Source: an optimization exercise on an open RTL-to-GDS flow (aim: small area, a short achievable clock period and few clock cycles). Production flows keep margins and buffers that such runs may drop.
Only simulation tests tie the RTL to the original design; equivalence was not proved.
Power and IR drop assume default switching activity.

==> design/flow/design.v <==
`timescale 1ns / 1ps
module ddr_rw
(
   input               c3_clk0,
   input               c3_rst0,                
   input               pic_store_done,         
   output reg          lbp_finish,             
   output reg          c3_p0_cmd_en,
   output reg [2:0]    c3_p0_cmd_instr,
   output reg [5:0]    c3_p0_cmd_bl,
   output reg [29:0]   c3_p0_cmd_byte_addr,
   input               c3_p0_cmd_full,
   output reg          c3_p0_wr_en,
   output reg [15:0]   c3_p0_wr_mask,
   output reg [127:0]  c3_p0_wr_data,
   input               c3_p0_wr_full,
   output reg          c3_p0_rd_en,
   input  [127:0]      c3_p0_rd_data,
   input               c3_p0_rd_empty
);
function [12:0] hp;
   input [15:0] p;
   hp = {p[15:12], p[10:6], p[4:1]};
endfunction
function [15:0] add2;
   input [12:0] x;
   input [12:0] y;
   add2 = {{1'b0, x[12:9]} + {1'b0, y[12:9]},
           {1'b0, x[8:4]}  + {1'b0, y[8:4]},
           {1'b0, x[3:0]}  + {1'b0, y[3:0]}};
endfunction
function [12:0] qs;
   input [12:0] x;
   input [12:0] y;
   qs = {{1'b0, x[12:10]} + {1'b0, y[12:10]},
         {1'b0, x[8:5]}   + {1'b0, y[8:5]},
         {1'b0, x[3:1]}   + {1'b0, y[3:1]}};
endfunction
function [15:0] add3;
   input [12:0] a;
   input [12:0] b;
   input [12:0] s;
   add3 = {{2'b0, a[12:10]} + {2'b0, b[12:10]} + {1'b0, s[12:9]},
           {2'b0, a[8:5]}   + {2'b0, b[8:5]}   + {1'b0, s[8:4]},
           {2'b0, a[3:1]}   + {2'b0, b[3:1]}   + {1'b0, s[3:0]}};
endfunction
localparam PH_O0 = 3'd0,    
           PH_LD = 3'd1,    
           PH_O1 = 3'd2,    
           PH_X1 = 3'd3,    
           PH_EW = 3'd4,    
           PH_E0 = 3'd5,    
           PH_E1 = 3'd6;    
reg        run;
reg [2:0]  ph;
reg [3:0]  dj;
reg [6:0]  dr;
reg        ddone;
reg [1:0]  pc;
reg [3:0]  rj;
reg [6:0]  rr;
reg        rdone;
reg [6:0]  ocnt;       
reg [3:0]  wj;
reg [8:0]  wrow;       
reg        clast;      
reg [63:0] pa;         
reg [63:0] tw;         
reg [51:0] pb;         
reg [12:0] p8;         
wire [15:0] hd [0:7];
genvar g;
generate for (g = 0; g < 8; g = g + 1) begin : hdsplit
   assign hd[g] = c3_p0_rd_data[127-16*g -: 16];
end endgenerate
reg         hsel;      
reg         esel;      
reg  [51:0] yq;
reg  [51:0] ys;        
wire [12:0] xh [0:4];
wire [15:0] xf [0:3];
generate for (g = 0; g < 4; g = g + 1) begin : win
   assign xf[g] = hsel ? tw[63-16*g -: 16] : pa[63-16*g -: 16];
   assign xh[g] = hsel ? pb[51-13*g -: 13] : hp(pa[63-16*g -: 16]);
end endgenerate
assign xh[4] = hsel ? p8 : hp(tw[63:48]);
wire [127:0] word;
generate for (g = 0; g < 4; g = g + 1) begin : slot
   wire [15:0] a = add2(xh[g], yq[51-13*g -: 13]);
   wire [15:0] c = add3(xh[g], xh[g+1], ys[51-13*g -: 13]);
   assign word[127-32*g -: 32] = esel ? {xf[g], a} : {a, c};
end endgenerate
reg [51:0] yn;
always @* begin
   case (ph)
      PH_O1:        yn = {hp(tw[63:48]), hp(tw[47:32]), hp(tw[31:16]), hp(tw[15:0])};
      PH_X1, PH_EW: yn = {hp(pa[47:32]), hp(pa[31:16]), hp(pa[15:0]), hp(tw[63:48])};
      PH_E0:        yn = {pb[38:0], p8};
      default:      yn = {hp(hd[0]), hp(hd[1]), hp(hd[2]), hp(hd[3])};
   endcase
end
wire [64:0] ys_w = (ph == PH_O1) ? {hp(tw[63:48]), hp(tw[47:32]), hp(tw[31:16]), hp(tw[15:0]), hp(hd[0])}
                                 : {hp(hd[0]), hp(hd[1]), hp(hd[2]), hp(hd[3]), hp(hd[4])};
wire hv  = !c3_p0_rd_empty && !c3_p0_rd_en;         
wire cr  = !pc[1] && !c3_p0_wr_full;                
wire act = run && !ddone;
reg [2:0] ph_n;
always @* begin
   ph_n = ph;
   if (act)
      case (ph)
         PH_O0: if (hv && (dr == 7'd0 || cr)) ph_n = PH_LD;
         PH_LD: ph_n = PH_O1;
         PH_O1: if (hv) ph_n = PH_X1;
         PH_X1: ph_n = (dr == 7'd127) ? PH_O0 : (cr ? PH_E0 : PH_EW);
         PH_EW: if (cr) ph_n = PH_E0;
         PH_E0: ph_n = PH_E1;
         default: ph_n = (hv && cr) ? PH_LD : PH_O0;
      endcase
end
wire grp_done = act && ((ph == PH_X1 && dr != 7'd0) || ph == PH_E1);
wire can    = run && !lbp_finish && !c3_p0_cmd_en;
wire want_w = (pc != 2'd0);
wire want_r = !rdone && (ocnt <= 7'd62);
wire sel_r  = can && want_r && (!want_w || ocnt < 7'd32);
wire sel_w  = can && want_w && !sel_r;
wire pushed_r = c3_p0_cmd_en && c3_p0_cmd_instr[0];
wire pushed_w = c3_p0_cmd_en && !c3_p0_cmd_instr[0];
always @(posedge c3_clk0) begin
   if (c3_rst0) begin
      run <= 1'b0;
      lbp_finish <= 1'b0;
      ph <= PH_O0;
      hsel <= 1'b0;
      esel <= 1'b0;
      dj <= 4'd0;
      dr <= 7'd0;
      ddone <= 1'b0;
      pc <= 2'd0;
      rj <= 4'd0;
      rr <= 7'd0;
      rdone <= 1'b0;
      ocnt <= 7'd0;
      wj <= 4'd0;
      wrow <= 9'd130;
      c3_p0_cmd_en <= 1'b0;
      c3_p0_wr_en <= 1'b0;
      c3_p0_rd_en <= 1'b0;
   end else begin
      run <= pic_store_done;
      if (pushed_w && clast)
         lbp_finish <= 1'b1;
      c3_p0_cmd_en <= (sel_r || sel_w) && !c3_p0_cmd_full;
      if (pushed_r) begin
         rr <= rr + 7'd1;
         if (rr == 7'd127) begin
            rj <= rj + 4'd1;
            if (rj == 4'd15)
               rdone <= 1'b1;
         end
      end
      if (pushed_w) begin
         if (wrow == 9'd383) begin
            wrow <= 9'd130;
            wj <= wj + 4'd1;
         end else
            wrow <= wrow + 9'd1;
      end
      ocnt <= ocnt - {6'd0, c3_p0_rd_en} + (pushed_r ? {5'd0, c3_p0_cmd_bl[0] ? 2'd2 : 2'd1} : 7'd0);
      pc <= pc + {1'b0, grp_done} - {1'b0, pushed_w};
      hsel <= (ph_n == PH_X1) || (ph_n == PH_E1);
      esel <= (ph_n == PH_E0) || (ph_n == PH_E1);
      c3_p0_wr_en <= 1'b0;
      c3_p0_rd_en <= 1'b0;
      if (act) begin
         ph <= ph_n;
         case (ph)
            PH_O0: c3_p0_rd_en <= (ph_n == PH_LD) && (dj != 4'd15);
            PH_LD: c3_p0_wr_en <= (dr != 7'd0);
            PH_O1: c3_p0_rd_en <= (ph_n == PH_X1);
            PH_X1: begin
               c3_p0_wr_en <= (dr != 7'd0);
               if (dr == 7'd127) begin
                  dr <= 7'd0;
                  dj <= dj + 4'd1;
                  if (dj == 4'd15)
                     ddone <= 1'b1;
               end
            end
            PH_EW: ;
            PH_E0: c3_p0_wr_en <= 1'b1;
            default: begin
               c3_p0_wr_en <= 1'b1;
               c3_p0_rd_en <= (ph_n == PH_LD) && (dj != 4'd15);
               dr <= dr + 7'd1;
            end
         endcase
      end
   end
end
always @(posedge c3_clk0) begin
   c3_p0_cmd_instr <= sel_r ? 3'b001 : 3'b010;
   c3_p0_cmd_bl <= {5'd0, !(sel_r && rj == 4'd15)};
   if (sel_r)
      c3_p0_cmd_byte_addr <= {10'd0, 2'd0, rr, 2'd0, ({1'b0, rj} + 5'd1), 4'd0};
   else
      c3_p0_cmd_byte_addr <= {10'd0, wrow, 1'b0, wj[3], !wj[3], wj[2:0], 1'b1, 4'd0};
   clast <= (wj == 4'd15) && (wrow == 9'd383);
   c3_p0_wr_mask <= 16'd0;
   c3_p0_wr_data <= word;
   yq <= yn;
   ys <= {qs(ys_w[64:52], ys_w[51:39]), qs(ys_w[51:39], ys_w[38:26]), qs(ys_w[38:26], ys_w[25:13]), qs(ys_w[25:13], ys_w[12:0])};
   if (ph == PH_LD) begin
      pa <= c3_p0_rd_data[127:64];
      tw <= c3_p0_rd_data[63:0];
   end
   if (ph == PH_X1) begin
      p8 <= hp(hd[0]);
      pb <= {hp(tw[63:48]), hp(tw[47:32]), hp(tw[31:16]), hp(tw[15:0])};
   end
end
endmodule
==> design/flow/flow/run.sh <==
#!/bin/bash
# Layout flow: the standard ORFS layout (standard.sh, unchanged synthesis),
# with the input and output port buffers inserted before global placement made
# of sky130_fd_sc_hd__buf_1 cells instead of the resizer's default choice.
# Every port still gets its own buffer; later repair may resize them.
set -euo pipefail
export BUFFER_PORTS_ARGS="-buffer_cell sky130_fd_sc_hd__buf_1"
bash standard.sh finish > standard_flow.log 2>&1
==> design/flow/standard.sh <==
#!/bin/bash
# synth_recipe.tcl (not shown) runs the flow's synth.tcl, then flattens the netlist and writes it again
# the make line also repeats each setting of config.mk as NAME=value (left out here)
make -C /OpenROAD-flow-scripts/flow DESIGN_CONFIG=/design/flow/config.mk WORK_HOME=/design/flow/orfs CLKGATE_MAP_FILE= SYNTH_SCRIPT=/design/flow/synth_recipe.tcl "${@:-finish}"
==> design/flow/config.mk <==
export PLATFORM = sky130hd
export DESIGN_NAME = ddr_rw
export DESIGN_NICKNAME = ddr_rw
export VERILOG_FILES = /design/flow/design.v
export SDC_FILE = /design/flow/constraint.sdc
export NUM_CORES = 4
export LEC_CHECK = 0
export ABC_AREA = 1
export CAP_MARGIN = 20
export CORE_MARGIN = 2
export CORE_UTILIZATION = 60
export CTS_BUF_LIST = sky130_fd_sc_hd__clkbuf_4 sky130_fd_sc_hd__clkbuf_8
export PLACE_DENSITY = 0.7
export SETUP_SLACK_MARGIN = 5
export SLEW_MARGIN = 20
==> design/flow/constraint.sdc <==
create_clock -name core_clock -period 8.0 [get_ports {c3_clk0}]
set_input_delay 1.6000 -clock core_clock [delete_from_list [all_inputs] [get_ports {c3_clk0}]]
set_output_delay 1.6000 -clock core_clock [all_outputs]
set_load 0.01 [all_outputs]
==> results.py, run 1 <==
metrics = {
    "die": {
        "core_area_um2": 38600,
        "rows": 72,
        "die_w_um": 201,
        "dieArea_um2": 40600,
        "fp.dieH_um": 201,
        "boundaryPins": 321,
        "initial_core_util_pct": 60.7,
    },
    "timing": {
        "timing.fmax_ghz": 0.344,
        "worstMarginPinSlew_ns": 1.06,
        "finalMaxSlewViolations": 0,
        "fin_crit_sh_pct": 36.3,
        "fin_crit_ns": 2.90,
        "holdWs_ns": 0.454,
        "slew_headroom_pct": 29.3,
        "tns_ns": 0,
        "grt_setup_unrepaired": "no",
        "setup_violations": 0,
        "clock_skew_ns": 0.0262,
        "hold_violations": 0,
    },
    "finish": {
        "fillers": 3138,
        "nets": 3070,
        "syn2layout_area_growth_pct": 14.1,
        "final_common_cell": "nand2_1",
        "final_cells": 3298,
        "drive_gt1_share_pct": 8.14,
        "final_cell_mix": "524 x nand2_1, 305 x dfxtp_1, 283 x buf_1",
        "final_core_util_pct": 69.2,
    },
    "worst_setup_path": {
        "critPathBufInv": 1,
        "cp.arrival_ns": 1.30,
        "startpoint": "c3_p0_rd_en$_SDFF_PP0_",
        "required_ns": 6.40,
        "cp-end-kind": "output pin",
        "setup.worst_path.start_class": "flip-flop",
        "worst_path_max_delay_cell": "dfxtp_1",
        "cp_max_fo": 4,
        "reg2reg_to": "c3_p0_wr_data[74]$_DFF_P_",
        "path_cells": "buf_1",
        "endpoint": "c3_p0_rd_en",
        "worst-path-stages": 1,
        "r2r_cells": 13,
        "reg2reg_slack_ns": 5.19,
        "crit_family": "flip-flops",
        "cp_slowest_stage_delay_ns": 0.47,
        "critPathKind": "reg2out",
        "r2r-start": "hsel$_SDFF_PP0_",
    },
    "synth": {
        "synth_area_um2": 23400,
        "ys_types": 48,
        "yosys_most_used_dff": "dfxtp_1",
        "syn-mean-instance-area_um2": 9.76,
        "ys_seq_area_share_pct": 51.1,
        "synth_edf_count": 193,
        "synthCells": 2397,
        "yosysWarnings": 1,
        "synthArstFlopShare_pct": 0,
        "ys_ff_latch": 500,
    },
    "clock_tree": {
        "cts.sinks": 500,
        "clock_latency_ns": 0.65,
        "root_buffer": "clkbuf_8",
        "cts-hold-fix-buffers": 0,
        "cts_buffers": 83,
        "htreeDepth": 3,
        "clkTransAtPathRegs_ns": 0.06,
        "cts_tree": "built",
        "clockBufferDepth": 3,
    },
    "worst_hold_path": {
        "min_path_type": "reg2reg",
        "hold_path.startpoint": "tw[28]$_DFFE_PP_",
    },
    "routing": {
        "routed_wl_um": 62400,
        "drt-vias-per-instance": 5.47,
        "dr.pass1.iters": 7,
        "antenna_left": 0,
        "vias": 18033,
        "drt_iter0_markers": 1345,
        "avgRoutedWirePerCell_um": 18.9,
        "drc": 0,
    },
    "grt": {
        "grt_pass1_vias": 18149,
        "grt_max_degree": 102,
        "grt_first_pass_wirelength_um": 95100,
        "antenna_found_initial": 7,
        "gr-usage-all-layers_pct": 30.2,
        "grt_overflow": 0,
    },
    "status": {
        "status": "finished clean",
    },
    "place": {
        "io_buffers": 283,
        "place_hpwl_um": 41700,
        "place_congestion": 0.924,
        "placed_cells": 3127,
    },
    "power_and_ir_drop": {
        "power.density_nw_per_um2": 245,
        "vdd_drop_max_v": 0.000185,
        "leakagePower_nw": 11.5,
        "total_power_mw": 6.53,
    },
    "run": {
        "drv_cap": 0,
    },
}
synthesized netlist by cell type (27+ instances only):
library cell,instances,area (µm²)
edfxtp_1,193,5800
a21oi_1,102,510
ha_1,154,1930
o21ai_0,240,1200
xnor2_1,27,236
xor2_1,29,254
a22oi_1,47,353
nand2_1,524,1970
nor2_1,108,405
buf_4,39,293
fa_1,77,1540
nand3_1,61,305
clkbuf_1,41,154
inv_1,279,1050
dfxtp_1,307,6150
how the worst min path moves through the flow:
stage                                        endpoint  cells past startpoint
floorplan           c3_p0_cmd_byte_addr[4]$_SDFF_PN1_                      1
global placement                     pb[35]$_DFFE_PN_                      0
detailed placement                    pb[3]$_DFFE_PN_                      0
CTS                                   pb[3]$_DFFE_PN_                      0
global route                         pb[21]$_DFFE_PN_                      0
finish                               pb[22]$_DFFE_PN_                      0
kinds of logic (layout without fill, tap and decap cells):
family / after synthesis / count (layout) / synth area share (%)
and+or+nand+nor: 737 / 739 / 13.0
DFF: 500 / 500 / 51.1
AOI/OAI and AO/OA: 458 / 458 / 11.4
buffers and inverters: 406 / 746 / 7.33
adders and majority gates: 231 / 231 / 14.8
xor gates and xnor gates: 56 / 56 / 2.10
muxes: 8 / 8 / 0.342
other: 1 / 42 / 0.0160
per-stage QoR:
stage                     instance area, µm²  setup slack [ns]
after floorplan                        23500              5.10
after global placement                 24700              4.33
after detailed placement               24700              4.25
after CTS                              26600              4.98
after global routing                   26700              5.01
final                                  26700              5.10
layout make-up:
type | count | area, µm² | share of cell area, %
diodes | 5 | 12.5 | 0.0469
clock inverters | 22 | 139 | 0.520
clock buffers | 133 | 1610 | 6.04
repair inverters | 1 | 8.76 | 0.0328
multi-input cells | 1529 | 9900 | 37.1
repair buffers | 303 | 1330 | 4.98
well taps | 518 | 648 | 2.43
inverters | 287 | 1090 | 4.10
flip-flops and latches | 500 | 11900 | 44.8
power by group:
part	total [mW]	internal, mW	switching, mW
clock network	2.33	1.31	1.02
registers	3.06	2.94	0.124
logic	1.14	0.435	0.709
flip-flops by register name, indices dropped and copies added, names as in the netlist, 4 cells and up:
name                 flops
c3_p0_wr_data          128
wrow                     9
p8                      13
dr                       7
ocnt                     7
dj                       4
tw                      64
yq                      52
ys                      52
rr                       7
rj                       4
pb                      52
pa                      64
c3_p0_cmd_byte_addr     15
wj                       4
what timing repair did:
item | in CTS | in global routing
pin swaps | 1 | 0
gates cloned | 3 | 2
setup endpoints to repair | 123 | 33
resized for setup | 10 | 8
buffers inserted | 2 | 4
routing by layer:
| layer | vias to the layer above | track usage (%) | part of all wire [%] |
|---|---|---|---|
| li1 | 8508 | - | - |
| met1 | 8498 | 38.8 | 41 |
| met2 | 848 | 48.7 | 46 |
| met3 | 175 | 6.37 | 8.7 |
| met4 | 4 | 15.3 | 4.6 |
| met5 | - | 0 | 0.034 |
Testbench counts, summed over its fixed seeds: cycles 79,446.
==> run 2: changes to the inputs <==
--- a/design/flow/config.mk
+++ b/design/flow/config.mk
@@ -6,5 +6,4 @@
 export NUM_CORES = 4
 export LEC_CHECK = 0
-export ABC_AREA = 1
 export CAP_MARGIN = 20
 export CORE_MARGIN = 2
==> run 2 against run 1 <==
Still clean on timing, DRC and antenna. Clock skew shrank 0.0077 ns. Synthesized cell count shrank 3.0%. Routed wire length grew 0.90%. Sequential power is essentially flat. First-iteration DRC count shrank 10%. Sequential share of layout area shrank 2.6 points. Global-route usage shrank 1.5 points. Critical endpoint is now c3_p0_cmd_instr[0]. Largest power group unchanged.
==> results.py, run 2 <==
metrics = {
    "synth": {
        "synth_area_um2": 25000,
        "synthXorXnorAreaFrac_pct": 3.15,
        "synth-simple-area-share_pct": 9.25,
        "yosys_most_used_dff": "dfxtp_1",
        "yosys.area.top_type_share_pct": 24.5,
        "synthArstFlopShare_pct": 0,
        "synthAdderAreaFrac_pct": 13.8,
        "synth_top_family_by_area": "adder cells",
        "syn-mean-instance-area_um2": 10.8,
        "yosysMostFrequentCell": "dfxtp_1",
        "synth_commonest_cells": "307 x dfxtp_1, 273 x nand2_1, 212 x o21ai_0",
        "ys_types": 60,
        "synth-compound-area-share_pct": 9.62,
        "ys_seq_area_share_pct": 47.7,
        "synth_edf_count": 193,
        "synthMuxAreaShare_pct": 10.9,
        "synthTopCellsByArea": "dfxtp_1 25%, edfxtp_1 23%, ha_1 7.7%",
        "synthCells": 2326,
        "yosysWarnings": 1,
        "ys_ff_latch": 500,
        "synth_area_leader_cell": "dfxtp_1",
    },
    "die": {
        "initial_core_util_pct": 61.1,
        "boundaryPins": 321,
        "dieArea_um2": 43400,
        "core_area_um2": 41000,
        "fp.dieH_um": 208,
        "die_w_um": 208,
        "rows": 74,
    },
    "worst_setup_path": {
        "cp_max_fo": 6,
        "cp_slowest_stage_delay_ns": 0.44,
        "critPathBufInv": 1,
        "reg2reg_slack_ns": 5.14,
        "worst_path_max_delay_cell": "dfxtp_1",
        "critPathKind": "reg2out",
        "cp.arrival_ns": 1.27,
        "required_ns": 6.40,
        "setup.worst_path.start_class": "flip-flop",
        "crit_family": "flip-flops",
        "path_cells": "buf_1",
        "cp-end-kind": "output pin",
    },
    "routing": {
        "avgRoutedWirePerCell_um": 19.5,
        "dr.pass1.iters": 7,
        "routed_wl_um": 62900,
        "vias": 17790,
        "drt_iter0_markers": 1211,
        "drt-vias-per-instance": 5.52,
        "antenna_left": 0,
        "drc": 0,
    },
    "grt": {
        "antenna_found_initial": 10,
        "grt_max_degree": 98,
        "gr-usage-all-layers_pct": 28.7,
        "grt_pass1_vias": 17757,
        "grt_overflow": 0,
        "grt_first_pass_wirelength_um": 97100,
    },
    "timing": {
        "setup_violations": 0,
        "hold_violations": 0,
        "grt_setup_unrepaired": "no",
        "worstMarginPinSlew_ns": 0.986,
        "finalMaxSlewViolations": 0,
        "tns_ns": 0,
        "fin_crit_ns": 2.87,
        "fin_crit_sh_pct": 35.8,
        "timing.fmax_ghz": 0.349,
        "clock_skew_ns": 0.0185,
        "holdWs_ns": 0.453,
        "slew_headroom_pct": 34.2,
    },
    "clock_tree": {
        "clockBufferDepth": 3,
        "cts.sinks": 500,
        "clkTransAtPathRegs_ns": 0.06,
        "cts-hold-fix-buffers": 0,
        "cts_tree": "built",
        "clock_latency_ns": 0.65,
        "htreeDepth": 3,
        "cts_buffers": 84,
        "root_buffer": "clkbuf_8",
    },
    "finish": {
        "fillers": 3217,
        "final_cell_mix": "301 x dfxtp_1, 282 x buf_1, 273 x nand2_1",
        "regArea_um2": 12000,
        "final_core_util_pct": 69.1,
        "regMostFlops": "c3_p0_wr_data",
        "multiInputGateArea_um2": 11900,
        "largest_reg_flops": 128,
        "nets": 2976,
        "stdcell_area_um2": 28300,
        "syn2layout_area_growth_pct": 13.2,
        "drive_gt1_share_pct": 10.7,
        "final_common_cell": "dfxtp_1",
        "largestRegisters": "c3_p0_wr_data x128, pa x64, tw x64",
    },
    "place": {
        "placed_cell_area_um2": 26300,
        "place_hpwl_um": 42900,
        "io_buffers": 283,
        "place_congestion": 0.906,
    },
    "power_and_ir_drop": {
        "power.density_nw_per_um2": 235,
        "leakagePower_nw": 11.0,
        "vdd_drop_max_v": 0.000209,
    },
    "status": {
        "status": "finished clean",
    },
    "run": {
        "drv_cap": 0,
    },
    "worst_hold_path": {
        "min_path_type": "reg2reg",
    },
}
[run 2: logic make-up after synthesis]
group,after synthesis
AOI/OAI and AO/OA,427
DFF,500
buffers and inverters,309
xor gates and xnor gates,90
other,1
muxes,263
adders and majority gates,231
and+or+nand+nor,505
[run 2: report_power, final]
group / switching, mW / total [mW] / internal (mW)
registers: 0.133 / 3.07 / 2.93
clock network: 1.05 / 2.41 / 1.36
logic: 0.713 / 1.20 / 0.485
total: 1.89 / 6.67 / 4.78
[run 2: what timing repair did]
action / CTS / global route
resized for setup: 7 / 5
pin swaps: 1 / 1
hold endpoints to repair: 0 / 0
endpoints found under the setup margin: 231 / 63
gates cloned: 2 / 0
buffers inserted: 2 / 6
[run 2: metrics by stage]
step	total power, mW	instances	worst slack [ns]
3_3_place_gp	4.26	3047	4.01
3_5_place_dp	4.30	3047	3.92
6_report	6.67	3222	5.13
4_1_cts	6.71	3209	5.02
5_1_grt	6.99	3220	5.00
2_1_floorplan	3.88	2362	5.02
[run 2: path summary, 6_finish.rpt]
kind,start,endpoint,depth (start not counted)
worst min-delay path,rj[0]$_SDFFE_PP0P_,c3_p0_cmd_byte_addr[4]$_SDFF_PN1_,1
worst min register to register,rj[0]$_SDFFE_PP0P_,c3_p0_cmd_byte_addr[4]$_SDFF_PN1_,1
worst max register to register,ph[0]$_SDFFE_PP0P_,ys[25]$_DFF_P_,8
worst max-delay path,c3_p0_cmd_instr[0]$_DFF_P_,c3_p0_cmd_instr[0],1
[run 2: cell type report]
class	count	share of cell area, %
antenna	7	0.0618
clock buffer	137	6.06
clock inverter	21	0.388
inverter	164	2.17
multi-input combinational	1554	42.0
sequential	500	42.2
tap	532	2.35
timing repair buffer	307	4.78
[run 2: metal layers]
metal	vias up	wire [µm]	track usage, %
met2	623	29000	45.7
met1	8506	27100	37.8
li1	8525	-	-
met5	-	34	0
met4	6	2150	12.1
met3	130	4650	6.72
==> run 3: changes to the inputs <==
--- a/design/flow/design.v
+++ b/design/flow/design.v
@@ -58,5 +58,5 @@
 reg        ddone;
 reg [1:0]  pc;
-reg [3:0]  rj;
+reg [4:0]  rj;         
 reg [6:0]  rr;
 reg        rdone;
@@ -91,15 +91,13 @@
    assign word[127-32*g -: 32] = esel ? {xf[g], a} : {a, c};
 end endgenerate
-reg [51:0] yn;
+reg [64:0] yn;
 always @* begin
    case (ph)
-      PH_O1:        yn = {hp(tw[63:48]), hp(tw[47:32]), hp(tw[31:16]), hp(tw[15:0])};
-      PH_X1, PH_EW: yn = {hp(pa[47:32]), hp(pa[31:16]), hp(pa[15:0]), hp(tw[63:48])};
-      PH_E0:        yn = {pb[38:0], p8};
-      default:      yn = {hp(hd[0]), hp(hd[1]), hp(hd[2]), hp(hd[3])};
+      PH_O1:        yn = {hp(tw[63:48]), hp(tw[47:32]), hp(tw[31:16]), hp(tw[15:0]), hp(hd[0])};
+      PH_X1, PH_EW: yn = {hp(pa[47:32]), hp(pa[31:16]), hp(pa[15:0]), hp(tw[63:48]), 13'd0};
+      PH_E0:        yn = {pb[38:0], p8, 13'd0};
+      default:      yn = {hp(hd[0]), hp(hd[1]), hp(hd[2]), hp(hd[3]), hp(hd[4])};
    endcase
 end
-wire [64:0] ys_w = (ph == PH_O1) ? {hp(tw[63:48]), hp(tw[47:32]), hp(tw[31:16]), hp(tw[15:0]), hp(hd[0])}
-                                 : {hp(hd[0]), hp(hd[1]), hp(hd[2]), hp(hd[3]), hp(hd[4])};
 wire hv  = !c3_p0_rd_empty && !c3_p0_rd_en;         
 wire cr  = !pc[1] && !c3_p0_wr_full;                
@@ -138,5 +136,5 @@
       ddone <= 1'b0;
       pc <= 2'd0;
-      rj <= 4'd0;
+      rj <= 5'd1;
       rr <= 7'd0;
       rdone <= 1'b0;
@@ -155,6 +153,6 @@
          rr <= rr + 7'd1;
          if (rr == 7'd127) begin
-            rj <= rj + 4'd1;
-            if (rj == 4'd15)
+            rj <= rj + 5'd1;
+            if (rj == 5'd16)
                rdone <= 1'b1;
          end
@@ -201,7 +199,7 @@
 always @(posedge c3_clk0) begin
    c3_p0_cmd_instr <= sel_r ? 3'b001 : 3'b010;
-   c3_p0_cmd_bl <= {5'd0, !(sel_r && rj == 4'd15)};
+   c3_p0_cmd_bl <= {5'd0, !(sel_r && rj[4])};
    if (sel_r)
-      c3_p0_cmd_byte_addr <= {10'd0, 2'd0, rr, 2'd0, ({1'b0, rj} + 5'd1), 4'd0};
+      c3_p0_cmd_byte_addr <= {10'd0, 2'd0, rr, 2'd0, rj, 4'd0};
    else
       c3_p0_cmd_byte_addr <= {10'd0, wrow, 1'b0, wj[3], !wj[3], wj[2:0], 1'b1, 4'd0};
@@ -209,6 +207,6 @@
    c3_p0_wr_mask <= 16'd0;
    c3_p0_wr_data <= word;
-   yq <= yn;
-   ys <= {qs(ys_w[64:52], ys_w[51:39]), qs(ys_w[51:39], ys_w[38:26]), qs(ys_w[38:26], ys_w[25:13]), qs(ys_w[25:13], ys_w[12:0])};
+   yq <= yn[64:13];
+   ys <= {qs(yn[64:52], yn[51:39]), qs(yn[51:39], yn[38:26]), qs(yn[38:26], yn[25:13]), qs(yn[25:13], yn[12:0])};
    if (ph == PH_LD) begin
       pa <= c3_p0_rd_data[127:64];
==> run 3 against run 2 <==
Still clean. Combinational power up 9%. Sequential share of layout area grew 2.0 points. Die area fell by 5.1%. Register-to-register slack barely moved. First-iteration DRC count decreased by 7.7%. Final cell count shrank 8.1%. Clock power is 2% lower. Critical endpoint is now c3_p0_cmd_en.
==> results.py, run 3 <==
metrics = {
    "die": {
        "fp.dieH_um": 203,
        "boundaryPins": 321,
        "initial_core_util_pct": 61.2,
        "dieArea_um2": 41200,
        "core_area_um2": 38800,
        "die_w_um": 203,
        "rows": 72,
    },
    "synth": {
        "synth_top_family_by_area": "adder cells",
        "synth_area_um2": 23700,
        "synthTopCellsByArea": "dfxtp_1 26%, edfxtp_1 24%, ha_1 8.2%",
        "yosysMostFrequentCell": "dfxtp_1",
        "ys_ff_latch": 501,
        "syn-mean-instance-area_um2": 11.5,
        "synthArstFlopShare_pct": 0,
        "synthXorXnorAreaFrac_pct": 3.25,
        "synth_area_leader_cell": "dfxtp_1",
        "synth_commonest_cells": "308 x dfxtp_1, 193 x edfxtp_1, 179 x inv_1",
        "ys_types": 63,
        "synth-compound-area-share_pct": 12.8,
        "yosysWarnings": 1,
        "synthMuxAreaShare_pct": 5.95,
        "synthCells": 2065,
        "synthAdderAreaFrac_pct": 14.7,
        "yosys.area.top_type_share_pct": 26.0,
        "yosys_most_used_dff": "dfxtp_1",
        "ys_seq_area_share_pct": 50.4,
        "synth_edf_count": 193,
        "synth-simple-area-share_pct": 7.24,
    },
    "worst_setup_path": {
        "cp-end-kind": "output pin",
        "reg2reg_to": "ys[47]$_DFF_P_",
        "r2r-start": "ph[1]$_SDFFE_PP0P_",
        "required_ns": 6.40,
        "reg2reg_slack_ns": 5.15,
        "crit_family": "flip-flops",
        "critPathBufInv": 1,
        "critPathKind": "reg2out",
        "cp_max_fo": 6,
        "cp_slowest_stage_delay_ns": 0.48,
        "path_cells": "buf_1",
        "worst_path_max_delay_cell": "dfxtp_1",
        "r2r_cells": 7,
        "cp.arrival_ns": 1.29,
        "setup.worst_path.start_class": "flip-flop",
        "worst-path-stages": 1,
    },
    "timing": {
        "fin_crit_ns": 2.89,
        "fin_crit_sh_pct": 36.2,
        "clock_skew_ns": 0.0255,
        "holdWs_ns": 0.470,
        "hold_violations": 0,
        "slew_headroom_pct": 28.9,
        "setup_violations": 0,
        "worstMarginPinSlew_ns": 1.07,
        "timing.fmax_ghz": 0.346,
        "grt_setup_unrepaired": "no",
        "finalMaxSlewViolations": 0,
        "tns_ns": 0,
    },
    "finish": {
        "regMostFlops": "c3_p0_wr_data",
        "largest_reg_flops": 128,
        "nets": 2733,
        "drive_gt1_share_pct": 10.1,
        "final_common_cell": "dfxtp_1",
        "syn2layout_area_growth_pct": 14.0,
        "final_cell_mix": "303 x dfxtp_1, 282 x buf_1, 193 x edfxtp_1",
        "fillers": 2985,
        "largestRegisters": "c3_p0_wr_data x128, pa x64, tw x64",
    },
    "clock_tree": {
        "clockBufferDepth": 3,
        "root_buffer": "clkbuf_8",
        "cts-hold-fix-buffers": 0,
        "cts_tree": "built",
        "cts_buffers": 82,
        "clkTransAtPathRegs_ns": 0.06,
        "clock_latency_ns": 0.63,
        "htreeDepth": 3,
        "cts.sinks": 501,
    },
    "power_and_ir_drop": {
        "vdd_drop_max_v": 0.000151,
        "total_power_mw": 6.78,
        "leakagePower_nw": 11.0,
        "power.density_nw_per_um2": 250,
    },
    "routing": {
        "drc": 0,
        "dr.pass1.iters": 5,
        "avgRoutedWirePerCell_um": 20.2,
        "vias": 16769,
        "drt_iter0_markers": 1118,
        "drt-vias-per-instance": 5.67,
        "antenna_left": 0,
        "routed_wl_um": 59900,
    },
    "worst_hold_path": {
        "min_path_type": "reg2reg",
        "hold_depth": 1,
        "hold_path_end": "c3_p0_cmd_bl[0]$_DFF_P_",
        "hold_path.startpoint": "rj[4]$_SDFFE_PP0P_",
    },
    "place": {
        "place_hpwl_um": 41300,
        "place_congestion": 0.895,
        "io_buffers": 283,
    },
    "grt": {
        "grt_overflow": 0,
        "grt_pass1_vias": 16608,
        "grt_max_degree": 82,
        "grt_first_pass_wirelength_um": 91700,
        "antenna_found_initial": 7,
        "gr-usage-all-layers_pct": 29.0,
    },
    "run": {
        "drv_cap": 0,
    },
    "status": {
        "status": "finished clean",
    },
}
run 3: worst max path at each step:
stage	to	startpoint	slack, ns
3_3_place_gp	ys[47]$_DFF_P_	ph[2]$_SDFFE_PP0P_	4.23
3_5_place_dp	ys[8]$_DFF_P_	ph[2]$_SDFFE_PP0P_	4.10
4_1_cts	c3_p0_wr_data[40]$_DFF_P_	hsel$_SDFF_PP0_	5.00
2_1_floorplan	pa[0]$_DFFE_PP_	ph[0]$_SDFFE_PP0P_	3.51
6_report	c3_p0_cmd_en	c3_p0_cmd_en$_SDFF_PP0_	5.11
5_1_grt	ocnt[6]$_SDFF_PP0_	c3_p0_cmd_en$_SDFF_PP0_	5.00
run 3: per-stage QoR:
step / area (µm²) / utilization (%) / cells / setup WS, ns
after detailed placement: 25100 / 64.5 / 2784 / 4.10
after floorplan: 23900 / - / 2101 / 3.51
final: 27100 / 69.8 / 2960 / 5.11
after CTS: 27000 / 69.5 / 2948 / 5.00
after global placement: 25100 / 64.5 / 2784 / 4.23
after global routing: 27100 / 69.7 / 2959 / 5.00
run 3: routing by layer:
| metal | global-route usage (%) | up-vias | wire, µm |
|---|---|---|---|
| met5 | 0 | - | 11 |
| met4 | 11.5 | 2 | 1680 |
| met3 | 7.70 | 107 | 5710 |
| met2 | 42.5 | 705 | 26200 |
| met1 | 40.9 | 8091 | 26300 |
| li1 | - | 7864 | - |
run 3: area by class of cell:
class / instances / area, µm² / area share, %
sequential: 501 / 12000 / 44.2
timing repair buffer: 307 / 1340 / 4.93
inverter: 181 / 679 / 2.51
antenna: 5 / 12.5 / 0.0462
clock buffer: 117 / 1470 / 5.44
multi-input combinational: 1294 / 10700 / 39.4
tap: 518 / 648 / 2.39
clock inverter: 37 / 289 / 1.07
run 3: timing repair:
action / 4_1_cts / 5_1_grt
pin swaps: 2 / 0
cloned: 5 / 0
setup endpoints to repair: 223 / 48
setup buffers: 5 / 6
gates resized for setup: 16 / 12
run 3: cells by family (layout without fill, tap and decap cells):
family | Yosys count | after routing
mux | 136 | 136
buf+inv | 311 | 642
other cells | 1 | 42
flops | 501 | 501
fa+ha+maj | 232 | 232
compound gates | 449 | 449
xor+xnor | 88 | 88
simple gates | 347 | 352
run 3: report_power, final:
group / switching (mW) / internal, mW / total, mW
Clock: 1.03 / 1.32 / 2.36
Combinational: 0.769 / 0.538 / 1.31
Sequential: 0.143 / 2.97 / 3.12
run 3: worst reg2reg max path: stages (launching register included):
cell	delay, ns
dfxtp_2	0.63
nor2b_4	0.44
nor2_4	0.07
buf_4	0.26
a221o_1	0.52
fa_1	0.46
a21o_1	0.20
a21o_1	0.17
Testbench counts of run 3, summed over its fixed seeds: cycles 79,446.
==> run 4: changes to the inputs <==
--- a/design/flow/config.mk
+++ b/design/flow/config.mk
@@ -6,4 +6,5 @@
 export NUM_CORES = 4
 export LEC_CHECK = 0
+export ABC_AREA = 1
 export CAP_MARGIN = 20
 export CORE_MARGIN = 2
@@ -13,2 +14,3 @@
 export SETUP_SLACK_MARGIN = 5
 export SLEW_MARGIN = 20
+export TNS_END_PERCENT = 0
==> run 4 against run 3 <==
Critical path type is now reg2reg. Clock-buffer cell count grew 15. Die area shrank 2.9%. Non-clock buffer count did not move. Clock skew fell by 0.0031 ns. Sequential cell count unchanged. First-iteration DRC count up 27%.
==> results.py, run 4 <==
metrics = {
    "worst_hold_path": {
        "hold_depth": 0,
        "min_path_type": "reg2reg",
        "hold_path_end": "pb[23]$_DFFE_PN_",
        "hold_path.startpoint": "tw[29]$_DFFE_PP_",
    },
    "finish": {
        "largest_reg_flops": 128,
        "largestRegisters": "c3_p0_wr_data x128, pa x64, tw x64",
        "regMostFlops": "c3_p0_wr_data",
        "final_core_util_pct": 70.0,
        "fillers": 2979,
        "final_cell_mix": "430 x nand2_1, 309 x inv_1, 305 x dfxtp_1",
        "drive_gt1_share_pct": 7.97,
        "final_common_cell": "nand2_1",
        "syn2layout_area_growth_pct": 14.8,
        "nets": 3020,
    },
    "die": {
        "fp.dieH_um": 200,
        "rows": 71,
        "boundaryPins": 321,
        "dieArea_um2": 40000,
        "initial_core_util_pct": 61.0,
        "die_w_um": 200,
        "core_area_um2": 37800,
    },
    "timing": {
        "clock_skew_ns": 0.0224,
        "slew_headroom_pct": 38.2,
        "worstMarginPinSlew_ns": 0.926,
        "grt_setup_unrepaired": "yes",
        "finalMaxSlewViolations": 0,
        "fin_crit_ns": 2.98,
        "setup_violations": 0,
        "timing.fmax_ghz": 0.336,
        "hold_violations": 0,
        "tns_ns": 0,
        "fin_crit_sh_pct": 37.3,
        "holdWs_ns": 0.447,
    },
    "synth": {
        "synth-simple-area-share_pct": 11.6,
        "ys_ff_latch": 501,
        "synthAdderAreaFrac_pct": 15.1,
        "syn-mean-instance-area_um2": 9.85,
        "synth_area_leader_cell": "dfxtp_1",
        "synthXorXnorAreaFrac_pct": 2.01,
        "ys_seq_area_share_pct": 51.9,
        "yosysMostFrequentCell": "nand2_1",
        "synth-compound-area-share_pct": 11.1,
        "synthTopCellsByArea": "dfxtp_1 27%, edfxtp_1 25%, ha_1 8.4%",
        "ys_types": 47,
        "synth_edf_count": 193,
        "synth_top_family_by_area": "adder cells",
        "yosys.area.top_type_share_pct": 26.8,
        "synth_commonest_cells": "431 x nand2_1, 310 x inv_1, 308 x dfxtp_1",
        "yosysWarnings": 1,
        "synthArstFlopShare_pct": 0,
        "synthCells": 2340,
        "synthMuxAreaShare_pct": 0.348,
        "synth_area_um2": 23000,
        "yosys_most_used_dff": "dfxtp_1",
    },
    "worst_setup_path": {
        "crit_family": "buffers and inverters",
        "r2r-start": "ph[0]$_SDFFE_PP0P_",
        "r2r_cells": 13,
        "worst-path-stages": 13,
        "critPathKind": "reg2reg",
        "required_ns": 8.51,
        "worst_path_max_delay_cell": "dfxtp_1",
        "setup.worst_path.start_class": "flip-flop",
        "cp_max_fo": 43,
        "path_cells": "inv_1 > nand2_1 > nor2_4 > inv_8 > nand3_4 > clkinv_8 > buf_12 > nand2_1 > nand3_1 > ha_1 > inv_1 > fa_1 > o21ai_0",
        "cp-end-kind": "flip-flop",
        "critPathBufInv": 5,
        "cp.arrival_ns": 3.49,
        "reg2reg_to": "ys[34]$_DFF_P_",
        "startpoint": "ph[0]$_SDFFE_PP0P_",
        "reg2reg_slack_ns": 5.02,
        "cp_slowest_stage_delay_ns": 0.40,
    },
    "clock_tree": {
        "cts_buffers": 83,
        "cts-hold-fix-buffers": 0,
        "cts.sinks": 501,
        "cts_tree": "built",
        "root_buffer": "clkbuf_8",
        "clkTransAtPathRegs_ns": 0.05,
        "clockBufferDepth": 3,
        "htreeDepth": 3,
        "clock_latency_ns": 0.64,
    },
    "routing": {
        "drt-vias-per-instance": 5.51,
        "routed_wl_um": 63000,
        "avgRoutedWirePerCell_um": 19.4,
        "drt_iter0_markers": 1424,
        "dr.pass1.iters": 6,
        "vias": 17848,
        "antenna_left": 0,
        "drc": 0,
    },
    "run": {
        "drv_cap": 0,
    },
    "place": {
        "io_buffers": 283,
        "place_hpwl_um": 43500,
        "place_congestion": 0.966,
    },
    "grt": {
        "use_met2_pct": 47.8,
        "antenna_found_initial": 9,
        "grt_overflow": 0,
        "gr-usage-all-layers_pct": 31.5,
        "globalRouteMet3Util_pct": 8.79,
        "grt_first_pass_wirelength_um": 95000,
        "grt_pass1_vias": 17563,
        "grtUsageMet1_pct": 42.8,
        "grt-busiest-layer": "met2",
        "grt_max_degree": 77,
    },
    "power_and_ir_drop": {
        "vdd_drop_max_v": 0.000191,
        "power.density_nw_per_um2": 269,
        "leakagePower_nw": 11.4,
        "total_power_mw": 7.11,
    },
    "status": {
        "status": "finished clean",
    },
}
-- run 4: worst reg2reg max path, cell delays in order (launching register included) --
cell and delay, ns:
dfxtp_1 0.40, inv_1 0.14, nand2_1 0.17, nor2_4 0.07, inv_8 0.21, nand3_4 0.21
clkinv_8 0.17, buf_12 0.27, nand2_1 0.09, nand3_1 0.23, ha_1 0.23, inv_1 0.06
fa_1 0.39, o21ai_0 0.25
-- run 4: how the worst max path moves through the flow --
| stage | to | slack [ns] |
|---|---|---|
| 2_1_floorplan | ys[32]$_DFF_P_ | 4.82 |
| 3_3_place_gp | c3_p0_wr_data[41]$_DFF_P_ | 3.71 |
| 3_5_place_dp | c3_p0_wr_data[41]$_DFF_P_ | 3.59 |
| 4_1_cts | ys[21]$_DFF_P_ | 4.88 |
| 5_1_grt | ys[34]$_DFF_P_ | 4.91 |
| 6_report | ys[34]$_DFF_P_ | 5.02 |
-- run 4: report_power, final --
part | internal [mW] | switching (mW) | total, mW
combinational | 0.625 | 1.01 | 1.64
clock | 1.25 | 1.01 | 2.26
sequential | 3.04 | 0.169 | 3.21
-- run 4: metrics by stage --
step,std cells,cell area (µm²),worst slack (ns)
2_1_floorplan,2376,23200,4.82
3_3_place_gp,3069,24400,3.71
3_5_place_dp,3069,24400,3.59
4_1_cts,3228,26300,4.88
5_1_grt,3236,26400,4.91
6_report,3240,26400,5.02
-- run 4: final cells by class --
cell class	count	area, µm²	area share [%]
flip-flops and latches	501	12000	45.3
clock inverters	21	100	0.379
inverters	320	1250	4.74
repair buffers	307	1440	5.44
clock buffers	132	1580	5.97
well taps	511	639	2.42
multi-input cells	1441	9450	35.7
diodes	7	17.5	0.0662
-- run 4: kinds of logic after synthesis --
group                      count (synthesis)
buffers and inverters                    434
other                                      1
xor gates and xnor gates                  53
muxes                                      8
and+or+nand+nor                          649
DFF                                      501
adders and majority gates                232
AOI/OAI and AO/OA                        462
-- run 4: repair_timing --
action,4_1_cts,5_1_grt
endpoints found under the setup margin,238,109
gates cloned,2,3
pin swaps,0,1
buffers inserted,4,2
gates resized for setup,29,20
-- run 4: routing by layer --
layer  part of all wire, %  wire [µm]  up-vias
li1                      -          -     8341
met1                    41      26000     8474
met2                    44      27800      885
met3                    11       7010      140
met4                   3.3       2070        8
met5                 0.081         51        -
==> run 5: changes to the inputs <==
--- a/design/flow/config.mk
+++ b/design/flow/config.mk
@@ -14,3 +14,2 @@
 export SETUP_SLACK_MARGIN = 5
 export SLEW_MARGIN = 20
-export TNS_END_PERCENT = 0
==> run 5 against run 4 <==
Still clean on timing, DRC and antenna. Critical path depth is the same. Clock skew grew 0.0036 ns. Worst hold slack gained 0.0010 ns. Sequential power is essentially flat. Core utilization grew 0.34 points. Final cell count is essentially flat. Clock power grew 5%. Routed wire length grew 1.2%. First-iteration DRC count grew 16%. Combinational power is essentially flat.
==> results.py, run 5 <==
metrics = {
    "clock_tree": {
        "cts-hold-fix-buffers": 0,
        "clockBufferDepth": 3,
        "cts_tree": "built",
        "cts_buffers": 83,
        "cts.sinks": 501,
        "clkTransAtPathRegs_ns": 0.07,
        "htreeDepth": 3,
        "root_buffer": "clkbuf_8",
        "clock_latency_ns": 0.63,
    },
    "timing": {
        "holdWs_ns": 0.448,
        "tns_ns": 0,
        "setup_violations": 0,
        "timing.fmax_ghz": 0.347,
        "fin_crit_sh_pct": 36.1,
        "finalMaxSlewViolations": 0,
        "grt_setup_unrepaired": "no",
        "clock_skew_ns": 0.0260,
        "worstMarginPinSlew_ns": 1.12,
        "slew_headroom_pct": 25.4,
        "hold_violations": 0,
        "fin_crit_ns": 2.88,
    },
    "routing": {
        "drc": 0,
        "routed_wl_um": 63800,
        "drt-vias-per-instance": 5.49,
        "avgRoutedWirePerCell_um": 19.7,
        "dr.pass1.iters": 6,
        "antenna_left": 0,
        "drt_iter0_markers": 1653,
        "vias": 17787,
    },
    "die": {
        "dieArea_um2": 40000,
        "die_w_um": 200,
        "rows": 71,
        "fp.dieH_um": 200,
        "initial_core_util_pct": 61.0,
        "boundaryPins": 321,
        "core_area_um2": 37800,
    },
    "place": {
        "place_hpwl_um": 42900,
        "io_buffers": 283,
        "place_congestion": 0.919,
        "placed_cell_area_um2": 24400,
    },
    "worst_setup_path": {
        "setup.worst_path.start_class": "flip-flop",
        "startpoint": "ph[2]$_SDFFE_PP0P_",
        "r2r-start": "ph[2]$_SDFFE_PP0P_",
        "r2r_cells": 13,
        "reg2reg_slack_ns": 5.12,
        "cp.arrival_ns": 3.40,
        "cp_max_fo": 32,
        "reg2reg_to": "ys[18]$_DFF_P_",
        "required_ns": 8.52,
        "critPathKind": "reg2reg",
        "cp-end-kind": "flip-flop",
    },
    "grt": {
        "grt_max_degree": 84,
        "gr-usage-all-layers_pct": 31.2,
        "grt_pass1_vias": 17256,
        "grt_overflow": 0,
        "grt_first_pass_wirelength_um": 94200,
        "grt-busiest-layer": "met2",
        "grtUsageMet1_pct": 43.2,
        "antenna_found_initial": 12,
        "globalRouteMet3Util_pct": 7.11,
        "use_met2_pct": 48.1,
    },
    "synth": {
        "ys_types": 47,
        "synthArstFlopShare_pct": 0,
        "synth_commonest_cells": "431 x nand2_1, 310 x inv_1, 308 x dfxtp_1",
        "synth_area_leader_cell": "dfxtp_1",
        "synth_area_um2": 23000,
        "yosys_most_used_dff": "dfxtp_1",
        "yosysMostFrequentCell": "nand2_1",
        "synthTopCellsByArea": "dfxtp_1 27%, edfxtp_1 25%, ha_1 8.4%",
        "yosys.area.top_type_share_pct": 26.8,
        "ys_seq_area_share_pct": 51.9,
        "ys_ff_latch": 501,
        "synthCells": 2340,
        "yosysWarnings": 1,
        "synth_edf_count": 193,
        "syn-mean-instance-area_um2": 9.85,
    },
    "worst_hold_path": {
        "min_path_type": "reg2reg",
        "hold_path.startpoint": "tw[1]$_DFFE_PP_",
        "hold_depth": 0,
        "hold_path_end": "pb[0]$_DFFE_PN_",
    },
    "finish": {
        "largest_reg_flops": 128,
        "regMostFlops": "c3_p0_wr_data",
        "nets": 3019,
        "largestRegisters": "c3_p0_wr_data x128, pa x64, tw x64",
        "stdcell_area_um2": 26600,
        "final_common_cell": "nand2_1",
        "syn2layout_area_growth_pct": 15.3,
        "final_cell_mix": "430 x nand2_1, 304 x inv_1, 303 x dfxtp_1",
        "drive_gt1_share_pct": 8.74,
    },
    "run": {
        "drv_cap": 0,
    },
    "status": {
        "status": "finished clean",
    },
    "power_and_ir_drop": {
        "power.density_nw_per_um2": 272,
        "vdd_drop_max_v": 0.000190,
        "leakagePower_nw": 11.4,
    },
}
-- run 5: metrics by stage --
stage	cells	power [mW]	setup slack [ns]	util (%)
after detailed placement	3067	4.85	3.77	64.7
after global routing	3238	7.64	5.00	70.4
after CTS	3225	7.23	5.05	69.9
after global placement	3067	4.79	3.91	64.7
final	3241	7.23	5.12	70.4
after floorplan	2376	4.30	4.94	-
-- run 5: worst max path at each step --
| stage | end | slack [ns] | depth (start not counted) |
|---|---|---|---|
| floorplan | ys[18]$_DFF_P_ | 4.94 | 14 |
| global placement | c3_p0_wr_data[105]$_DFF_P_ | 3.91 | 12 |
| detailed placement | c3_p0_wr_data[105]$_DFF_P_ | 3.77 | 12 |
| CTS | ys[34]$_DFF_P_ | 5.05 | 14 |
| global route | c3_p0_wr_data[106]$_DFF_P_ | 5.00 | 15 |
| finish | ys[18]$_DFF_P_ | 5.12 | 13 |
-- run 5: area by class of cell --
cell class / instances / area (µm²)
well taps: 511 / 639
inverters: 320 / 1250
diodes: 8 / 20.0
fillers: 2975 / 11200
multi-input cells: 1441 / 9490
clock buffers: 129 / 1630
clock inverters: 25 / 173
flip-flops and latches: 501 / 12000
repair buffers: 303 / 1370
repair inverters: 3 / 31.3
-- run 5: power by group --
group | total (mW) | switching, mW | internal, mW
Clock | 2.38 | 1.02 | 1.36
Sequential | 3.21 | 0.163 | 3.05
Combinational | 1.64 | 1.01 | 0.631
-- run 5: cells by family (layout without fill, tap and decap cells) --
kind of cell / after synthesis / in the layout / synth area share [%]
muxes: 8 / 8 / 0.348
AOI/OAI and AO/OA: 462 / 462 / 11.1
DFF: 501 / 501 / 51.9
and+or+nand+nor: 649 / 649 / 11.6
buffers and inverters: 434 / 780 / 7.86
other: 1 / 45 / 0.0163
xor gates and xnor gates: 53 / 53 / 2.01
adders and majority gates: 232 / 232 / 15.1
-- run 5: repair_timing --
item | 4_1_cts | 5_1_grt
setup buffers | 2 | 3
endpoints found under the setup margin | 210 | 31
pin swaps | 0 | 1
resized for setup | 26 | 19
cloned | 2 | 5
-- run 5: per-layer routing --
layer	routed length (µm)	share of wire [%]
met5	51	0.080
met4	1770	2.8
met3	6760	11
met2	28800	45
met1	26300	41
-- run 5: worst max-delay path: stages, from the launching register on --
cell and delay [ns]:
dfxtp_2 0.34, inv_2 0.07, nor2_1 0.15, inv_2 0.08, nor2_2 0.11, buf_8 0.32
inv_4 0.24, o22ai_1 0.39, a21oi_1 0.07, nand2_1 0.17, ha_2 0.21, inv_1 0.05
fa_2 0.51, inv_1 0.03
==> run 6: changes to the inputs <==
--- a/design/flow/config.mk
+++ b/design/flow/config.mk
@@ -7,5 +7,5 @@
 export LEC_CHECK = 0
 export ABC_AREA = 1
-export CAP_MARGIN = 20
+export CAP_MARGIN = 0
 export CORE_MARGIN = 2
 export CORE_UTILIZATION = 60
@@ -13,3 +13,3 @@
 export PLACE_DENSITY = 0.7
 export SETUP_SLACK_MARGIN = 5
-export SLEW_MARGIN = 20
+export SLEW_MARGIN = 0
==> run 6 against run 5 <==
Maximum frequency did not move. Routed wire length did not move. Synthesized cell count did not move. Register-to-register slack barely moved. Clock skew did not move. Critical path depth did not move. Sequential cell count did not move. Combinational power barely moved. Sequential share of layout area did not move. Largest power group unchanged.
==> results.py, run 6 <==
metrics = {
    "routing": {
        "drc": 0,
        "routed_wl_um": 63800,
        "dr.pass1.iters": 6,
        "drt_iter0_markers": 1653,
        "drt-vias-per-instance": 5.49,
        "avgRoutedWirePerCell_um": 19.7,
        "vias": 17787,
        "antenna_left": 0,
    },
    "synth": {
        "yosysMostFrequentCell": "nand2_1",
        "yosys.area.top_type_share_pct": 26.8,
        "synth_area_um2": 23000,
        "synth_edf_count": 193,
        "synth_commonest_cells": "431 x nand2_1, 310 x inv_1, 308 x dfxtp_1",
        "syn-mean-instance-area_um2": 9.85,
        "yosysWarnings": 1,
        "synthTopCellsByArea": "dfxtp_1 27%, edfxtp_1 25%, ha_1 8.4%",
        "ys_ff_latch": 501,
        "synthArstFlopShare_pct": 0,
        "ys_seq_area_share_pct": 51.9,
        "synthCells": 2340,
        "yosys_most_used_dff": "dfxtp_1",
        "synth_area_leader_cell": "dfxtp_1",
        "ys_types": 47,
    },
    "finish": {
        "drive_gt1_share_pct": 8.74,
        "multiInputGateArea_um2": 9490,
        "final_cell_mix": "430 x nand2_1, 304 x inv_1, 303 x dfxtp_1",
        "regMostFlops": "c3_p0_wr_data",
        "syn2layout_area_growth_pct": 15.3,
        "final_common_cell": "nand2_1",
        "nets": 3019,
        "fillers": 2975,
        "largest_reg_flops": 128,
        "regArea_um2": 12000,
        "largestRegisters": "c3_p0_wr_data x128, pa x64, tw x64",
    },
    "power_and_ir_drop": {
        "vdd_drop_max_v": 0.000190,
        "p_sw_share_pct": 30.4,
        "internal-power_mw": 5.04,
        "leakagePower_nw": 11.4,
        "p_switching_mw": 2.20,
        "clockPowerShare_pct": 32.9,
        "combPwrFrac_pct": 22.7,
        "seqPwrFrac_pct": 44.4,
        "power.density_nw_per_um2": 272,
    },
    "timing": {
        "worstMarginPinSlew_ns": 1.12,
        "hold_violations": 0,
        "fin_ws_ns": 5.12,
        "tns_ns": 0,
        "finalMaxSlewViolations": 0,
        "fin_crit_sh_pct": 36.1,
        "fin_crit_ns": 2.88,
        "grt_setup_unrepaired": "no",
        "timing.fmax_ghz": 0.347,
        "setup_violations": 0,
        "slew_headroom_pct": 25.4,
        "clock_skew_ns": 0.0260,
    },
    "worst_setup_path": {
        "cp_slowest_stage_delay_ns": 0.51,
        "required_ns": 8.52,
        "cp-end-kind": "flip-flop",
        "cp.arrival_ns": 3.40,
        "critPathBufInv": 6,
        "worst_path_max_delay_cell": "fa_2",
        "r2r_cells": 13,
        "cp_max_fo": 32,
        "reg2reg_to": "ys[18]$_DFF_P_",
        "path_cells": "inv_2 > nor2_1 > inv_2 > nor2_2 > buf_8 > inv_4 > o22ai_1 > a21oi_1 > nand2_1 > ha_2 > inv_1 > fa_2 > inv_1",
        "setup.worst_path.start_class": "flip-flop",
        "critPathKind": "reg2reg",
        "r2r-start": "ph[2]$_SDFFE_PP0P_",
        "reg2reg_slack_ns": 5.12,
        "crit_family": "buffers and inverters",
    },
    "worst_hold_path": {
        "hold_path_end": "pb[0]$_DFFE_PN_",
        "hold_depth": 0,
        "min_path_type": "reg2reg",
        "hold_path.startpoint": "tw[1]$_DFFE_PP_",
    },
    "grt": {
        "grt_max_degree": 84,
        "grt_overflow": 0,
        "gr-usage-all-layers_pct": 31.2,
        "grt_first_pass_wirelength_um": 94200,
        "grt_pass1_vias": 17256,
        "antenna_found_initial": 12,
    },
    "clock_tree": {
        "cts_buffers": 83,
        "clockBufferDepth": 3,
        "clkTransAtPathRegs_ns": 0.07,
        "cts_tree": "built",
        "htreeDepth": 3,
        "root_buffer": "clkbuf_8",
        "clock_latency_ns": 0.63,
        "cts.sinks": 501,
    },
    "place": {
        "place_hpwl_um": 42900,
        "dp_slack_ns": 3.77,
        "place_congestion": 0.919,
        "io_buffers": 283,
    },
    "die": {
        "core_area_um2": 37800,
        "rows": 71,
        "dieArea_um2": 40000,
        "boundaryPins": 321,
        "die_w_um": 200,
        "initial_core_util_pct": 61.0,
        "fp.dieH_um": 200,
    },
    "status": {
        "status": "finished clean",
    },
    "run": {
        "drv_cap": 0,
    },
}
-- run 6: final cells by class --
type                    instances  area share (%)
flip-flops and latches        501            45.1
repair buffers                303            5.14
diodes                          8          0.0753
inverters                     320            4.72
multi-input cells            1441            35.7
repair inverters                3           0.118
well taps                     511            2.41
clock buffers                 129            6.12
clock inverters                25           0.650
-- run 6: layer usage --
metal  GRT usage [%]  routed length (µm)  up-vias
met4            11.7                1770        8
li1                -                   -     8342
met5               0                  51        -
met1            43.2               26300     8417
met3            7.11                6760      119
met2            48.1               28800      901
-- run 6: worst register-to-register path, stage by stage, from the launching register on --
cell	delay (ns)
dfxtp_2	0.34
inv_2	0.07
nor2_1	0.15
inv_2	0.08
nor2_2	0.11
buf_8	0.32
inv_4	0.27
o22ai_1	0.40
a21oi_1	0.07
nand2_1	0.17
ha_2	0.21
inv_1	0.05
fa_2	0.51
inv_1	0.03
-- run 6: how the worst max path moves through the flow --
| stage | start | cells after the start | slack [ns] | endpoint |
|---|---|---|---|---|
| 2_1_floorplan | ph[2]$_SDFFE_PP0P_ | 14 | 4.94 | ys[18]$_DFF_P_ |
| 3_3_place_gp | hsel$_SDFF_PP0_ | 12 | 3.91 | c3_p0_wr_data[105]$_DFF_P_ |
| 4_1_cts | ph[0]$_SDFFE_PP0P_ | 14 | 5.05 | ys[34]$_DFF_P_ |
| 5_1_grt | hsel$_SDFF_PP0_ | 15 | 5.00 | c3_p0_wr_data[106]$_DFF_P_ |
| 6_report | ph[2]$_SDFFE_PP0P_ | 13 | 5.12 | ys[18]$_DFF_P_ |
| 3_5_place_dp | hsel$_SDFF_PP0_ | 12 | 3.77 | c3_p0_wr_data[105]$_DFF_P_ |
-- run 6: kinds of logic (layout without fill, tap and decap cells) --
logic type	count (synthesis)	after routing	synth area share [%]
muxes	8	8	0.348
buffers and inverters	434	780	7.86
and+or+nand+nor	649	649	11.6
adders and majority gates	232	232	15.1
other	1	45	0.0163
xor gates and xnor gates	53	53	2.01
DFF	501	501	51.9
AOI/OAI and AO/OA	462	462	11.1
-- run 6: what timing repair did --
item / 4_1_cts / 5_1_grt
setup buffers: 2 / 3
cloned: 2 / 5
gates resized for setup: 26 / 19
pin swaps: 0 / 1
setup endpoints to repair: 210 / 31
hold buffers: 0 / 0
-- run 6: stage by stage --
| stage | hold WS (ns) | power (mW) | util, % | std cells | instance area, µm² |
|---|---|---|---|---|---|
| floorplan | 0.407 | 4.30 | - | 2376 | 23200 |
| global placement | 0.432 | 4.79 | 64.7 | 3067 | 24400 |
| detailed placement | 0.434 | 4.85 | 64.7 | 3067 | 24400 |
| CTS | 0.446 | 7.23 | 69.9 | 3225 | 26400 |
| global route | 0.453 | 7.64 | 70.4 | 3238 | 26600 |
| finish | 0.448 | 7.23 | 70.4 | 3241 | 26600 |
-- run 6: power groups by stage --
| stage | combinational, mW | sequential [mW] | clock [mW] |
|---|---|---|---|
| floorplan | 0.961 | 3.34 | 0 |
| CTS | 1.62 | 3.21 | 2.41 |
| global placement | 1.53 | 3.26 | 0 |
| detailed placement | 1.58 | 3.26 | 0 |
| finish | 1.64 | 3.21 | 2.38 |
| global route | 1.88 | 3.24 | 2.52 |
==> run 7: changes to the inputs <==
==> design/flow/flow/run.sh (replaced) <==
#!/bin/bash
# Layout flow: the standard ORFS layout (standard.sh, unchanged synthesis),
# with two changes to how the layout is made:
#  - the input and output port buffers inserted before global placement are
#    sky130_fd_sc_hd__buf_1 cells instead of the resizer's default choice
#    (every port still gets its own buffer; later repair may resize them);
#  - clock tree synthesis clusters up to CLUSTER sinks per leaf buffer and
#    inserts no dummy loads.
set -euo pipefail
export BUFFER_PORTS_ARGS="-buffer_cell sky130_fd_sc_hd__buf_1"
export CTS_ARGS="-sink_clustering_enable -repair_clock_nets -buf_list {sky130_fd_sc_hd__clkbuf_4 sky130_fd_sc_hd__clkbuf_8} -dont_use_dummy_load"
bash standard.sh finish > standard_flow.log 2>&1
==> design/flow/config.mk (replaced) <==
export PLATFORM = sky130hd
export DESIGN_NAME = ddr_rw
export DESIGN_NICKNAME = ddr_rw
export VERILOG_FILES = /design/flow/design.v
export SDC_FILE = /design/flow/constraint.sdc
export NUM_CORES = 4
export LEC_CHECK = 0
export ABC_AREA = 1
export CAP_MARGIN = 20
export CORE_MARGIN = 2
export CORE_UTILIZATION = 60
export PLACE_DENSITY = 0.7
export SETUP_SLACK_MARGIN = 5
export SLEW_MARGIN = 20
==> run 7 against run 6 <==
Critical path type unchanged. Sequential cell count unchanged. Core utilization down 1.8 points. Synthesized cell count did not move. Sequential share of layout area up 1.2 points. Worst hold slack worse by 0.00099 ns. Sequential power barely moved. Area after synthesis did not move. Combinational power about the same. Critical endpoint is now c3_p0_wr_data[74]$_DFF_P_.
==> results.py, run 7 <==
metrics = {
    "status": {
        "status": "finished clean",
    },
    "synth": {
        "yosysWarnings": 1,
        "synthTopCellsByArea": "dfxtp_1 27%, edfxtp_1 25%, ha_1 8.4%",
        "syn-mean-instance-area_um2": 9.85,
        "ys_seq_area_share_pct": 51.9,
        "ys_ff_latch": 501,
        "yosysMostFrequentCell": "nand2_1",
        "synthArstFlopShare_pct": 0,
        "synth_edf_count": 193,
        "synth_area_um2": 23000,
        "synth_area_leader_cell": "dfxtp_1",
        "synth_commonest_cells": "431 x nand2_1, 310 x inv_1, 308 x dfxtp_1",
        "yosys.area.top_type_share_pct": 26.8,
        "ys_types": 47,
        "yosys_most_used_dff": "dfxtp_1",
        "synthCells": 2340,
    },
    "timing": {
        "fin_crit_sh_pct": 35.5,
        "setup_violations": 0,
        "finalMaxSlewViolations": 0,
        "fin_ws_ns": 5.16,
        "clock_skew_ns": 0.0317,
        "timing.fmax_ghz": 0.352,
        "hold_violations": 0,
        "worstMarginPinSlew_ns": 1.12,
        "fin_crit_ns": 2.84,
        "tns_ns": 0,
        "slew_headroom_pct": 25.4,
        "grt_setup_unrepaired": "no",
    },
    "grt": {
        "grt_overflow": 0,
        "gr-usage-all-layers_pct": 31.0,
        "grt_pass1_vias": 17218,
        "grt_first_pass_wirelength_um": 93700,
        "antenna_found_initial": 13,
        "grt_max_degree": 84,
    },
    "routing": {
        "drt-met1-wl_um": 26200,
        "drt-vias-per-instance": 5.53,
        "dr_wl_met3_um": 6480,
        "drt_iter0_markers": 1561,
        "vias": 17538,
        "routed-wl-met2_um": 28600,
        "highest_layer": "met5",
        "drc": 0,
        "dr.pass1.iters": 6,
        "antenna_left": 0,
        "routed_wl_um": 63000,
        "avgRoutedWirePerCell_um": 19.9,
    },
    "finish": {
        "final_common_cell": "nand2_1",
        "largest_reg_flops": 128,
        "final_cell_mix": "430 x nand2_1, 304 x inv_1, 303 x dfxtp_1",
        "regArea_um2": 12000,
        "nets": 3018,
        "syn2layout_area_growth_pct": 12.4,
        "final_cells": 3169,
        "regMostFlops": "c3_p0_wr_data",
        "final_core_util_pct": 68.6,
        "fillers": 3029,
        "drive_gt1_share_pct": 6.49,
        "multiInputGateArea_um2": 9480,
        "largestRegisters": "c3_p0_wr_data x128, pa x64, tw x64",
    },
    "die": {
        "rows": 71,
        "die_w_um": 200,
        "core_area_um2": 37800,
        "boundaryPins": 321,
        "initial_core_util_pct": 61.0,
        "fp.dieH_um": 200,
        "dieArea_um2": 40000,
    },
    "worst_hold_path": {
        "min_path_type": "reg2reg",
    },
    "clock_tree": {
        "htreeDepth": 3,
        "cts_tree": "built",
        "clockBufferDepth": 3,
        "cts.sinks": 501,
        "clock_latency_ns": 0.62,
        "clkTransAtPathRegs_ns": 0.06,
        "root_buffer": "clkbuf_8",
        "cts_buffers": 83,
        "cts-hold-fix-buffers": 0,
    },
    "place": {
        "placed_cells": 3067,
        "place_hpwl_um": 42900,
        "place_congestion": 0.919,
        "dp_slack_ns": 3.77,
        "io_buffers": 283,
    },
    "power_and_ir_drop": {
        "leakagePower_nw": 11.1,
        "power.density_nw_per_um2": 257,
        "vdd_drop_max_v": 0.000187,
        "total_power_mw": 6.66,
    },
    "worst_setup_path": {
        "critPathKind": "reg2reg",
        "cp-end-kind": "flip-flop",
        "setup.worst_path.start_class": "flip-flop",
        "cp.arrival_ns": 3.37,
        "required_ns": 8.53,
        "cp_max_fo": 41,
    },
    "run": {
        "drv_cap": 0,
    },
}
==> run 7: layer usage <==
metal	vias to the layer above	GRT usage, %
met4	8	11.3
met5	-	0
li1	8264	-
met1	8302	42.6
met2	850	47.9
met3	114	7.76
==> run 7: logic make-up after synthesis <==
kind of cell	after synthesis	synth area share, %
buffers and inverters	434	7.86
XOR/XNOR	53	2.01
multiplexers	8	0.348
flip-flops	501	51.9
other	1	0.0163
AO/OA/AOI/OAI	462	11.1
adder cells (fa/ha/maj)	232	15.1
AND/OR/NAND/NOR	649	11.6
==> run 7: power by group <==
| part | leakage [nW] | switching (mW) | total [mW] | internal, mW |
|---|---|---|---|---|
| Sequential | 4.32 | 0.162 | 3.21 | 3.05 |
| Clock | 0.597 | 0.898 | 1.81 | 0.913 |
| Combinational | 6.14 | 1.01 | 1.64 | 0.631 |
| Total | 11.1 | 2.07 | 6.66 | 4.59 |
==> run 7: through the flow <==
step | area (µm²) | hold slack (ns)
floorplan | 23200 | 0.407
global placement | 24400 | 0.432
detailed placement | 24400 | 0.434
CTS | 25700 | 0.443
global route | 25900 | 0.452
finish | 25900 | 0.447
==> run 7: timing repair <==
item / 4_1_cts / 5_1_grt
gates cloned: 1 / 4
resized for setup: 26 / 17
setup endpoints to repair: 208 / 35
setup buffers: 2 / 4
pin swaps: 0 / 1
==> run 7: path summary, 6_finish.rpt <==
check,end,from,slack [ns],depth (start not counted)
worst max-delay path,c3_p0_wr_data[74]$_DFF_P_,hsel$_SDFF_PP0_,5.16,13
worst min-delay path,pb[0]$_DFFE_PN_,tw[1]$_DFFE_PP_,0.45,0
worst max register to register,c3_p0_wr_data[74]$_DFF_P_,hsel$_SDFF_PP0_,5.16,13
worst min register to register,pb[0]$_DFFE_PN_,tw[1]$_DFFE_PP_,0.45,0
==> run 7: final cells by class <==
cell class | instances | area share, %
flip-flops and latches | 501 | 46.2
multi-input cells | 1441 | 36.6
repair buffers | 304 | 5.30
inverters | 320 | 4.88
clock buffers | 83 | 4.41
well taps | 511 | 2.47
diodes | 8 | 0.0773
repair inverters | 1 | 0.0435
==> run 7: worst max-delay path, stage by stage (launching register included) <==
cell       delay [ns]
dfxtp_4          0.45
clkinv_16        0.16
buf_8            0.23
nand2_1          0.11
nand2_1          0.15
fa_1             0.54
ha_1             0.16
inv_1            0.06
fa_1             0.39
nor2_1           0.18
nor2_1           0.06
nor2_1           0.07
o21ai_0          0.07
o21ai_0          0.11

static timing again, ports no longer ideal:
The results above use ideal ports. As a check the final layouts listed here were re-extracted and re-timed, cells and wires unchanged. Step 1 assumes that a clkbuf_16 drives the clock port and a buf_2 every other input. Step 2 also shifts input and output timing later by t, the mid clock arrival at the registers, as if the neighbouring blocks saw the same clock. Slacks: no drivers / after step 1 / after step 2; pairs: no drivers / after step 1.
run | t, ns | slack for setup (ns)
run 1 | 0.690 | 5.097 / 5.043 / 4.690
run 2 | 0.693 | 5.133 / 5.079 / 4.793
run 3 | 0.672 | 5.107 / 5.054 / 4.841
run 4 | 0.678 | 5.019 / 5.019 / 4.794
run 5 | 0.667 | 5.115 / 5.115 / 4.767
run 6 | 0.667 | 5.115 / 5.115 / 4.767
run 7 | 0.658 | 5.162 / 5.156 / 4.800
After both steps setup and hold are still met in every run listed.
